What follows belongs to an exercise in optimizing a design on an open flow for small area, a short achievable clock period and few clock cycles per item; a production flow would make more cautious choices. Only simulation tests tie the RTL to the original design; equivalence was not proved.

job 6648:
## nr_div
module nr_div (
    input rstn,
    input clk,
    input [23:0] d,
    input in_valid,
    output in_ready,
    output reg [23:0] out,
    output reg out_valid,
    input out_ready
);
    wire in_norm = d[23] ? ((d[22] == 1'b0 && d[21:8] != 14'd0) || d[22:8] == 15'h4000)
                         : d[22];
    wire acc = in_valid & in_ready;
    reg        v1, v2, v3, v4, v5, v6, v7, v8, v9;
    reg        f1, f2, f3, f4, f5, f6, f7, f8, f9;    
    reg        s1, s2, s3, s4, s5, s6, s7, s8, s9;
    reg [15:0] x1;
    reg [7:0]  dl1;
    reg [7:0]  ex2, ex3, ex4, ex5, ex6, ex7, ex8, ex9;
    reg [15:0] z2, z3, z4, z6, z7, zz8;
    reg        z2h;                      
    reg [1:0]  m2h;
    reg [13:0] mp2, mp3, mp4, mp5, mp6;
    reg [26:8] pa3_a, pa3_b;
    reg        pa3_c;
    reg [11:0] ea4;
    reg [30:8] qb5_a, qb5_b;
    reg        qb5_c;
    reg [21:8] pb7_a, pb7_b;
    reg        pb7_c;
    reg [6:0]  eb8;
    reg [31:7] zc9_a, zc9_b;
    reg        zc9_c;
    reg        sbusy;                    
    reg [2:0]  ph;                       
    reg [4:0]  cnt;
    wire [16:0] sZ = {mp3[0], z3};
    wire [16:0] sB = {mp3[1], z4};
    wire [16:0] sA = {mp3[4:2], mp4};
    reg  [16:0] sZ_n, sB_n, sA_n;
    wire sdone = (ph == 3'd5);
    wire en = (!out_valid | out_ready) & !(v9 & f9 & !sdone);
    assign in_ready = (!out_valid | out_ready) & !sbusy;
    wire [15:0] m1 = x1 + {15'd0, s1};
    wire za_s1 = x1[0] ^ s1 ^ ~x1[4];
    wire za_c2 = (x1[0] & s1) | (x1[0] & ~x1[4]) | (s1 & ~x1[4]);
    wire za_s3 = x1[1] ^ ~x1[5] ^ x1[9];
    wire za_c4 = (x1[1] & ~x1[5]) | (x1[1] & x1[9]) | (~x1[5] & x1[9]);
    wire za_s5 = x1[2] ^ ~x1[6];
    wire za_c6 = x1[2] & ~x1[6];
    wire za_s7 = x1[3] ^ ~x1[7] ^ x1[11];
    wire za_c8 = (x1[3] & ~x1[7]) | (x1[3] & x1[11]) | (~x1[7] & x1[11]);
    wire za_s9 = ~x1[0] ^ ~s1 ^ x1[4];
    wire za_c10 = (~x1[0] & ~s1) | (~x1[0] & x1[4]) | (~s1 & x1[4]);
    wire za_s11 = ~x1[8] ^ x1[12];
    wire za_c12 = ~x1[8] & x1[12];
    wire za_s13 = ~x1[1] ^ x1[5] ^ ~x1[9];
    wire za_c14 = (~x1[1] & x1[5]) | (~x1[1] & ~x1[9]) | (x1[5] & ~x1[9]);
    wire za_s15 = x1[13] ^ 1'b1;
    wire za_c16 = x1[13] & 1'b1;
    wire za_s17 = ~x1[2] ^ x1[6] ^ ~x1[10];
  ...
clock: 8.0 ns
lec_check: 0
cap_margin: 20
core_margin: 2
core_utilization: 40
setup_slack_margin: 4.0
slew_margin: 20
standard.sh (not shown) runs the stock make flow with config.mk's settings and CLKGATE_MAP_FILE= SYNTH_SCRIPT=/design/flow/synth_recipe.tcl, a recipe that flattens the netlist after the stock synthesis.
==> flow/flow/run.sh <==
#!/bin/bash
# Standard layout, with one extra step between synthesis and floorplan:
# invopt.py re-polarises full and half adders and simple gates so that the
# netlist needs fewer inverters around them.  Registers are untouched.
set -euo pipefail
R=orfs/results/${FLOW_PLATFORM}/nr_div/base
bash standard.sh synth > synth.log 2>&1
cp "$R/1_2_yosys.v" "$R/1_2_yosys.std.v"
python3 flow/invopt.py "$R/1_2_yosys.std.v" "$R/1_2_yosys.v" > invopt.log 2>&1
rm -f "$R/1_synth.odb" "$R/1_synth.sdc"
bash standard.sh > layout.log 2>&1
Other scripts of this flow, unchanged in this note and not shown: flow/flow/invopt.py
Testbench counts of job 6648, summed over its fixed seeds: cycles 2,128, items 2,048.
The following lists how job 5247 was set up differently from job 6648:
# job 6648
export LEC_CHECK = 0
export CAP_MARGIN = 20
export CORE_MARGIN = 2
export CORE_UTILIZATION = 40
export SETUP_SLACK_MARGIN = 4.0
export SLEW_MARGIN = 20
create_clock -name core_clock -period 8.0 [get_ports {clk}]
# job 5247
export LEC_CHECK = 0
export ABC_AREA = 1
export CAP_MARGIN = 20
export CORE_MARGIN = 2
export CORE_UTILIZATION = 40
export SETUP_SLACK_MARGIN = 4.0
export SLEW_MARGIN = 20
create_clock -name core_clock -period 8.0 [get_ports {clk}]
--- outcome ---
Of job 6648 and job 5247, job 6648 shows the lower multi-input gate area in the final layout, with job 5247 above it.
Job 5247 vs. job 6648: count of inserted tapcells saw an increase, share of the core filled with cells in the final layout saw a decrease, data arrival time of the critical path saw a decrease, slew at the pin with the worst max-slew slack saw little to no change.
Here is what was changed in the inputs of job 2308 compared with job 5247.
# job 5247
export LEC_CHECK = 0
export ABC_AREA = 1
export CAP_MARGIN = 20
export CORE_MARGIN = 2
export CORE_UTILIZATION = 40
export SETUP_SLACK_MARGIN = 4.0
export SLEW_MARGIN = 20
create_clock -name core_clock -period 8.0 [get_ports {clk}]
# job 2308
export LEC_CHECK = 0
export CAP_MARGIN = 20
export CORE_MARGIN = 2
export CORE_UTILIZATION = 40
export PLACE_DENSITY = 0.75
export SETUP_SLACK_MARGIN = 4.0
export SLEW_MARGIN = 20
create_clock -name core_clock -period 8.0 [get_ports {clk}]
==> comparison <==
Job 5247 ended up with met5 as its uppermost layer routed; job 2308 ended up with met4.
The sequential share of layout area of job 2308 exceeds that of job 5247 by 1.9 points.
Job 5247 has lower met3 track demand over resource in global routing than job 2308.
Summary of job 2308 over job 5247: initial antenna violation count went down 4; first-pass iteration count of the detailed router went down 2; signal arrival time at the worst endpoint went up 80 ps; minimum period implied by the final worst setup slack went up 100 ps; initial cell density of the core went up 0.21 points.
Lower cell row count goes to job 2308 over job 5247.
Taking job 5247 as the reference, in job 2308 depth of the most critical reg-to-reg path saw an increase; per-cell routed wire length fell by about 4.4%; post-place setup slack +110 ps.

== raven ==
Starting RTL as in the previous note.
## nr_div
module nr_div (
    input rstn,
    input clk,
    input [23:0] d,
    input in_valid,
    output in_ready,
    output reg [23:0] out,
    output reg out_valid,
    input out_ready
);
export LEC_CHECK = 0
export CAP_MARGIN = 20
export CORE_MARGIN = 2
export CORE_UTILIZATION = 40
export CTS_BUF_LIST = sky130_fd_sc_hd__clkbuf_8
export CTS_CLUSTER_SIZE = 30
export SETUP_SLACK_MARGIN = 4.1
export SLEW_MARGIN = 20
create_clock -name core_clock -period 8.0 [get_ports {clk}]
==> flow/flow/run.sh <==
#!/bin/bash
# Standard layout, with one extra step between synthesis and floorplan:
# invopt.py re-polarises full and half adders and simple gates so that the
# netlist needs fewer inverters around them.  Registers are untouched.
set -euo pipefail
R=orfs/results/${FLOW_PLATFORM}/nr_div/base
export PYTHONHASHSEED=0
bash standard.sh synth > synth.log 2>&1
cp "$R/1_2_yosys.v" "$R/1_2_yosys.std.v"
python3 flow/invopt.py "$R/1_2_yosys.std.v" "$R/1_2_yosys.v" > invopt.log 2>&1
rm -f "$R/1_synth.odb" "$R/1_synth.sdc"
bash standard.sh > layout.log 2>&1
Other scripts of this flow, unchanged in this note and not shown: flow/flow/invopt.py
Testbench counts of raven, summed over its fixed seeds: cycles 2,128, items 2,048.
Relative to raven, the following input files were edited for willow:
Settings: SETUP_SLACK_MARGIN now 4.0, was 4.1.
diff --git a/flow/flow/run.sh b/flow/flow/run.sh
--- a/flow/flow/run.sh
+++ b/flow/flow/run.sh
@@ -7 +6,0 @@
-export PYTHONHASHSEED=0
==> comparison <==
The final reports for willow and raven show clock skew lower in the former.
In the tables for raven and willow, area growth from synthesis to layout reads higher with raven.
Against raven, willow reports a cell area that is lower.
Input-level comparison between amber and willow:
Settings: putting PLACE_DENSITY at 0.75 where nothing was set.
Results
willow → amber: actual transition at the worst max-transition pin decreased by 110 ps relative to the old numbers, multi-input gate share of total cell area closely matched the old numbers, post-route worst hold slack closely matched the old numbers, sum of routed wire length over all layers closely matched the old numbers, detailed-placement wirelength estimate decreased by 2.7% relative to the old numbers.
| post-layout minimum cycle time | lower: willow |
amber vs. willow: routed via count climbed 1010, smallest setup slack after layout has decreased, final worst-path cycle share moved up.
For yarrow, these inputs were changed with respect to amber:
Settings: changing SETUP_SLACK_MARGIN from 4.0 to 4.2; removing CTS_BUF_LIST (formerly sky130_fd_sc_hd__clkbuf_8); removing PLACE_DENSITY (formerly 0.75); removing CTS_CLUSTER_SIZE (formerly 30).
==> run summary <==
yarrow finished every stage and its layout cleared the timing, DRC and antenna checks.
amber → yarrow: count of non-CTS buffers in the layout moved up, wire length moved up.
yarrow and amber ended up with roughly the same total instance count after detailed placement.
yarrow vs. amber: average wire per cell in the routed design went up by about 1.3%.
Taking amber as the reference, in yarrow final worst slack grew by 120 ps; timing-limited maximum frequency grew by 7.4 MHz.

[re-timing with driven ports]
No port has a modelled driver above. Below, the same layouts with a new extraction and two added sets of constraints.
Step 1, drivers: a clkbuf_16 drives clk and a buf_2 each remaining input, both assumed.
Step 2 moves the port delays by t, midway between the first and last clock arrival at a register: inputs arrive t later, outputs are due t later. That takes back most of the time a late clock gives input paths.
Slacks: no drivers / after step 1 / after step 2; pairs: no drivers / after step 1.
run	t (ns)	slack for setup (ns)	worst data-port slew with drivers (ns)
job 6648	0.702	3.936 / 3.936 / 3.698	0.04
job 5247	0.688	4.056 / 4.056 / 3.913	0.08
job 2308	0.674	3.952 / 3.952 / 3.616	0.04
raven	0.782	4.062 / 4.062 / 3.882	0.04
willow	0.756	3.952 / 3.952 / 3.399	0.04
amber	0.736	3.935 / 3.935 / 3.811	0.05
yarrow	0.705	4.054 / 4.054 / 3.920	0.04
After both steps every run listed still meets setup and hold. The setup slack of willow, which loses most, moves by 0.000 ns with the drivers and by -0.553 ns with both steps.
